Context: an optimization exercise on an open-source flow, tuned for small area. The choices shown serve that exercise and are no tape-out recipe. Only simulation tests tie the RTL to the original design; equivalence was not proved. The flow treats the clock pin as an ideal source, which a real chip does not have.

## topROM
module topROM #(parameter FPGAFREQ = 2_000)(
    input logic CLK,
    input logic nRST,
    input logic nPBTON,
    output logic HS,
    output logic VS,
    output logic [11:0] RGB
);
Size: about 490 cells after synthesis, ~17 I/O pins, about 3100 um2 of cells after synthesis.
clock: 20.0 ns
lec_check: 0
cap_margin: 20
core_margin: 2
core_utilization: 40
slew_margin: 20
standard.sh (not shown) runs the stock make flow with config.mk's settings and CLKGATE_MAP_FILE= SYNTH_SCRIPT=/design/flow/synth_recipe.tcl, a recipe that flattens the netlist after the stock synthesis.
==> flow/flow/run.sh <==
#!/bin/bash
# Standard ORFS layout, with the combinational logic of the standard
# synthesis re-mapped by ABC for area. Registers (names, count, cell types)
# are left exactly as the standard synthesis made them.
set -euo pipefail
W=$(pwd)
F=$W/flow
LIB=$FLOW_HOME/platforms/$FLOW_PLATFORM/lib/sky130_fd_sc_hd__tt_025C_1v80.lib
R=$W/orfs/results/$FLOW_PLATFORM/topROM/base
YOSYS=$(command -v yosys || echo $FLOW_HOME/../tools/install/yosys/bin/yosys)

# 1. the standard synthesis, unchanged
bash standard.sh synth > $W/log_std_synth.txt 2>&1

# 2. re-map the combinational cells: each library cell is replaced by its
#    logic function, then ABC maps the logic again with an area script.
#    Runs with different seeds, four at a time: sixteen start from the
#    standard netlist, then four rounds of four start from the smallest
#    netlist so far, half of them with another pre-optimisation script
#    (remap2.abc). The smallest netlist is kept.
python3 $F/gen_combmap.py $LIB $W/comb_map.v > $W/log_combmap.txt 2>&1
cp $R/1_2_yosys.v $W/std_1_2_yosys.v

remap() {  # remap SEED INPUT [SCRIPT]
  sed "s/SEED/$1/" $F/${3:-remap.abc} > $W/remap_$1.abc
  $YOSYS -l $W/log_remap_$1.txt -p "read_liberty -lib $LIB; read_verilog $2; hierarchy -top $FLOW_TOP; techmap -map $W/comb_map.v; techmap; opt -purge; abc -liberty $LIB $(cat $F/dontuse.txt) -script $W/remap_$1.abc; opt_clean -purge; hilomap -singleton -hicell sky130_fd_sc_hd__conb_1 HI -locell sky130_fd_sc_hd__conb_1 LO; insbuf -buf sky130_fd_sc_hd__buf_4 A X; check -assert -mapped; tee -o $W/remap_stat_$1.txt stat -liberty $LIB; write_verilog -noattr -nohex -nodec $W/remap_$1.v" > /dev/null 2>&1 || true
}
smallest() {  # smallest SEEDS...
  for s in "$@"; do
    if [ -s $W/remap_$s.v ] && [ -s $W/remap_stat_$s.txt ]; then
      echo "$(grep 'Chip area' $W/remap_stat_$s.txt | awk '{print $NF}') $s"
    fi
  done | sort -g | awk 'NR==1{print $2}'
}

for batch in "1 2 3 4" "5 6 7 8" "9 10 11 12" "13 14 15 16"; do
  for s in $batch; do remap $s $W/std_1_2_yosys.v & done
  wait
done
best=$(smallest $(seq 1 16))
echo "round 1: $best" > $W/log_remap_best.txt
for round in 2 3 4 5; do
  start=$best
  remap $((round * 10 + 1)) $W/remap_$start.v &
  remap $((round * 10 + 2)) $W/remap_$start.v remap2.abc &
  remap $((round * 10 + 3)) $W/remap_$start.v &
  remap $((round * 10 + 4)) $W/remap_$start.v remap2.abc &
  wait
  best=$(smallest $start $((round * 10 + 1)) $((round * 10 + 2)) $((round * 10 + 3)) $((round * 10 + 4)))
  echo "round $round: $best" >> $W/log_remap_best.txt
done
cp $W/remap_$best.v $R/1_2_yosys.v
rm -f $R/1_synth.odb

# 3. the rest of the standard layout from the re-mapped netlist, with the
#    smallest buffer on each port and no dummy loads in the clock tree
export BUFFER_PORTS_ARGS="-buffer_cell sky130_fd_sc_hd__buf_1"
export CTS_ARGS="-sink_clustering_enable -repair_clock_nets -dont_use_dummy_load -buf_list {sky130_fd_sc_hd__clkbuf_4 sky130_fd_sc_hd__clkbuf_8}"
bash standard.sh finish > $W/log_std_finish.txt 2>&1
Other scripts of this flow, unchanged in this note and not shown: flow/flow/dontuse.txt, flow/flow/gen_combmap.py, flow/flow/remap.abc, flow/flow/remap2.abc
The first run completed without violations.
==> next run, changes <==
--- a/flow/flow/run.sh
+++ b/flow/flow/run.sh
@@ -56 +56,3 @@
-#    smallest buffer on each port and no dummy loads in the clock tree
+#    smallest buffer on each port and a clock tree built by hand before the
+#    CTS step (flow/pre_cts.tcl): the clock port drives one root buffer, so
+#    the CTS step finds no clock net to buffer
@@ -58 +60,2 @@
-export CTS_ARGS="-sink_clustering_enable -repair_clock_nets -dont_use_dummy_load -buf_list {sky130_fd_sc_hd__clkbuf_4 sky130_fd_sc_hd__clkbuf_8}"
+export PRE_CTS_TCL=$F/pre_cts.tcl
+export CTS_ARGS="-clk_nets CLK -dont_use_dummy_load"
==> flow/flow/pre_cts.tcl (new file) <==
# Clock tree by hand: the clock port drives one small root buffer, which
# drives three leaf buffers; the registers are split among the leaves into
# three strips of equal count by their x position, and each leaf buffer is
# placed at the centre of its registers (detailed placement legalises them).
set block [ord::get_db_block]
set db [ord::get_db]
set clk [$block findNet CLK]
set sinks {}
foreach it [$clk getITerms] {
  set loc [[$it getInst] getLocation]
  lappend sinks [list [lindex $loc 0] [lindex $loc 1] $it]
}
set sinks [lsort -integer -index 0 $sinks]
set n [llength $sinks]
set nleaf 3
set root [odb::dbInst_create $block [$db findMaster sky130_fd_sc_hd__clkbuf_1] clkroot]
set rootnet [odb::dbNet_create $block clknet_root]
$rootnet setSigType CLOCK
[$root findITerm A] connect $clk
[$root findITerm X] connect $rootnet
set rx 0; set ry 0
for {set k 0} {$k < $nleaf} {incr k} {
  set lo [expr {$k * $n / $nleaf}]
  set hi [expr {($k + 1) * $n / $nleaf}]
  set leaf [odb::dbInst_create $block [$db findMaster sky130_fd_sc_hd__clkbuf_8] clkleaf$k]
  set net [odb::dbNet_create $block clknet_leaf$k]
  $net setSigType CLOCK
  [$leaf findITerm A] connect $rootnet
  [$leaf findITerm X] connect $net
  set xs 0; set ys 0
  foreach s [lrange $sinks $lo [expr {$hi - 1}]] {
    set it [lindex $s 2]
    $it disconnect
    $it connect $net
    set xs [expr {$xs + [lindex $s 0]}]; set ys [expr {$ys + [lindex $s 1]}]
  }
  set cx [expr {int($xs / ($hi - $lo))}]; set cy [expr {int($ys / ($hi - $lo))}]
  $leaf setLocation $cx $cy
  $leaf setPlacementStatus PLACED
  set rx [expr {$rx + $cx}]; set ry [expr {$ry + $cy}]
}
$root setLocation [expr {int($rx / $nleaf)}] [expr {int($ry / $nleaf)}]
$root setPlacementStatus PLACED
global_connect
puts "clock tree by hand: $n registers, $nleaf leaf buffers"
Effect: Worst setup slack is worse by 0.12 ns. Wire length barely changes. Global-route usage came out lower by 0.86 points. Register-to-register slack stays flat. Area after synthesis stays the same.


Starting RTL as in the previous note.
clock: 20.0 ns
lec_check: 0
cap_margin: 20
core_margin: 2
core_utilization: 40
slew_margin: 20
==> flow/flow/run.sh <==
#!/bin/bash
# Standard ORFS layout, with the combinational logic of the standard
# synthesis re-mapped by ABC for area. Registers (names, count, cell types)
# are left exactly as the standard synthesis made them.
set -euo pipefail
W=$(pwd)
F=$W/flow
LIB=$FLOW_HOME/platforms/$FLOW_PLATFORM/lib/sky130_fd_sc_hd__tt_025C_1v80.lib
R=$W/orfs/results/$FLOW_PLATFORM/topROM/base
YOSYS=$(command -v yosys || echo $FLOW_HOME/../tools/install/yosys/bin/yosys)

# 1. the standard synthesis, unchanged
bash standard.sh synth > $W/log_std_synth.txt 2>&1

# 2. re-map the combinational cells: each library cell is replaced by its
#    logic function, then ABC maps the logic again with an area script.
#    Runs with different seeds, four at a time; the first twelve start from
#    the standard netlist, the last four from the smallest of those. The
#    smallest netlist is kept.
python3 $F/gen_combmap.py $LIB $W/comb_map.v > $W/log_combmap.txt 2>&1
cp $R/1_2_yosys.v $W/std_1_2_yosys.v

remap() {  # remap SEED INPUT
  sed "s/SEED/$1/" $F/remap.abc > $W/remap_$1.abc
  $YOSYS -l $W/log_remap_$1.txt -p "read_liberty -lib $LIB; read_verilog $2; hierarchy -top $FLOW_TOP; techmap -map $W/comb_map.v; techmap; opt -purge; abc -liberty $LIB $(cat $F/dontuse.txt) -script $W/remap_$1.abc; opt_clean -purge; hilomap -singleton -hicell sky130_fd_sc_hd__conb_1 HI -locell sky130_fd_sc_hd__conb_1 LO; insbuf -buf sky130_fd_sc_hd__buf_4 A X; check -assert -mapped; tee -o $W/remap_stat_$1.txt stat -liberty $LIB; write_verilog -noattr -nohex -nodec $W/remap_$1.v" > /dev/null 2>&1 || true
}
smallest() {  # smallest SEEDS...
  for s in "$@"; do
    if [ -s $W/remap_$s.v ] && [ -s $W/remap_stat_$s.txt ]; then
      echo "$(grep 'Chip area' $W/remap_stat_$s.txt | awk '{print $NF}') $s"
    fi
  done | sort -g | awk 'NR==1{print $2}'
}

for batch in "1 2 3 4" "5 6 7 8" "9 10 11 12"; do
  for s in $batch; do remap $s $W/std_1_2_yosys.v & done
  wait
done
b1=$(smallest $(seq 1 12))
for s in 13 14 15 16; do remap $s $W/remap_$b1.v & done
wait
best=$(smallest $(seq 1 16))
echo "best of first twelve $b1, best $best" > $W/log_remap_best.txt
cp $W/remap_$best.v $R/1_2_yosys.v
rm -f $R/1_synth.odb

# 3. the rest of the standard layout from the re-mapped netlist, with the
#    smallest buffer on each port and no dummy loads in the clock tree
export BUFFER_PORTS_ARGS="-buffer_cell sky130_fd_sc_hd__buf_1"
export CTS_ARGS="-sink_clustering_enable -repair_clock_nets -dont_use_dummy_load -buf_list {sky130_fd_sc_hd__clkbuf_4 sky130_fd_sc_hd__clkbuf_8}"
bash standard.sh finish > $W/log_std_finish.txt 2>&1
==> flow/flow/remap.abc <==
strash
dc2
balance
rewrite
refactor
balance
rewrite
rewrite -z
balance
refactor -z
rewrite -z
balance
&get -n
&deepsyn -T 40 -S SEED
&put
dch -f
amap
topo
Other scripts of this flow, unchanged in this note and not shown: flow/flow/dontuse.txt, flow/flow/gen_combmap.py
The first run ran to the end with no violations.
Then changed:
==> flow/flow/run.sh (replaced) <==
#!/bin/bash
# Standard ORFS layout, with the combinational logic of the standard
# synthesis re-mapped by ABC for area. Registers (names, count, cell types)
# are left exactly as the standard synthesis made them.
set -euo pipefail
W=$(pwd)
F=$W/flow
LIB=$FLOW_HOME/platforms/$FLOW_PLATFORM/lib/sky130_fd_sc_hd__tt_025C_1v80.lib
R=$W/orfs/results/$FLOW_PLATFORM/topROM/base
YOSYS=$(command -v yosys || echo $FLOW_HOME/../tools/install/yosys/bin/yosys)

# 1. the standard synthesis, unchanged
bash standard.sh synth > $W/log_std_synth.txt 2>&1

# 2. re-map the combinational cells: each library cell is replaced by its
#    logic function, then ABC maps the logic again with an area script;
#    eight runs with different seeds, four at a time, keeping the smallest
#    netlist
python3 $F/gen_combmap.py $LIB $W/comb_map.v > $W/log_combmap.txt 2>&1
cp $R/1_2_yosys.v $W/std_1_2_yosys.v
for s in 1 2 3 4 5 6 7 8; do
  sed "s/SEED/$s/" $F/remap.abc > $W/remap_$s.abc
  $YOSYS -l $W/log_remap_$s.txt -p "read_liberty -lib $LIB; read_verilog $W/std_1_2_yosys.v; hierarchy -top $FLOW_TOP; techmap -map $W/comb_map.v; techmap; opt -purge; abc -liberty $LIB $(cat $F/dontuse.txt) -script $W/remap_$s.abc; opt_clean -purge; hilomap -singleton -hicell sky130_fd_sc_hd__conb_1 HI -locell sky130_fd_sc_hd__conb_1 LO; insbuf -buf sky130_fd_sc_hd__buf_4 A X; check -assert -mapped; tee -o $W/remap_stat_$s.txt stat -liberty $LIB; write_verilog -noattr -nohex -nodec $W/remap_$s.v" > /dev/null 2>&1 &
  if [ $s = 4 ]; then wait; fi
done
wait
best=$(for s in 1 2 3 4 5 6 7 8; do if [ -s $W/remap_$s.v ]; then echo "$(grep 'Chip area' $W/remap_stat_$s.txt | awk '{print $NF}') $s"; fi; done | sort -g | awk 'NR==1{print $2}')
echo "best seed $best" > $W/log_remap_best.txt
cp $W/remap_$best.v $R/1_2_yosys.v
rm -f $R/1_synth.odb

# 3. the rest of the standard layout from the re-mapped netlist, with the
#    smallest buffer on each port and no dummy loads in the clock tree
export BUFFER_PORTS_ARGS="-buffer_cell sky130_fd_sc_hd__buf_1"
export CTS_ARGS="-sink_clustering_enable -repair_clock_nets -dont_use_dummy_load -buf_list {sky130_fd_sc_hd__clkbuf_4 sky130_fd_sc_hd__clkbuf_8}"
bash standard.sh finish > $W/log_std_finish.txt 2>&1
--- a/flow/flow/remap.abc
+++ b/flow/flow/remap.abc
@@ -12,5 +12,5 @@
 balance
 &get -n
-&deepsyn -T 40 -S SEED
+&deepsyn -T 60 -S SEED
 &put
 dch -f
After rerunning: Wire length rose by about 4%. Die area rose by 1.4%. Non-clock buffer count rose by 2. Core utilization rose by 0.54 points.

what the ideal ports hide:
How much do the figures lean on ideal ports? The routed layouts below were timed once more, with nothing changed but the port constraints. Step 1, drivers: a clkbuf_16 drives CLK and a buf_2 each remaining input, both assumed. Step 2 also shifts input and output timing later by t, the mid clock arrival at the registers, as if the neighbouring blocks saw the same clock. a / b / c = ideal ports / drivers / drivers and shift; a / b = the first two.
| run | t (ns) | setup slack, ns | worst setup path at the end | worst register clock-pin slew, ns |
|---|---|---|---|---|
| the first run of note 1 | 0.323 | 9.847 / 9.819 / 10.142 | register to output | 0.09 / 0.09 |
| the second run of note 1 | 0.467 | 9.729 / 9.705 / 10.172 | register to output | 0.11 / 0.11 |
| the first run of note 2 | 0.326 | 9.736 / 9.702 / 10.028 | register to output | 0.09 / 0.09 |
| the second run of note 2 | 0.311 | 9.996 / 9.964 / 10.276 | register to output | 0.09 / 0.09 |
After both steps every run listed still meets setup and hold.
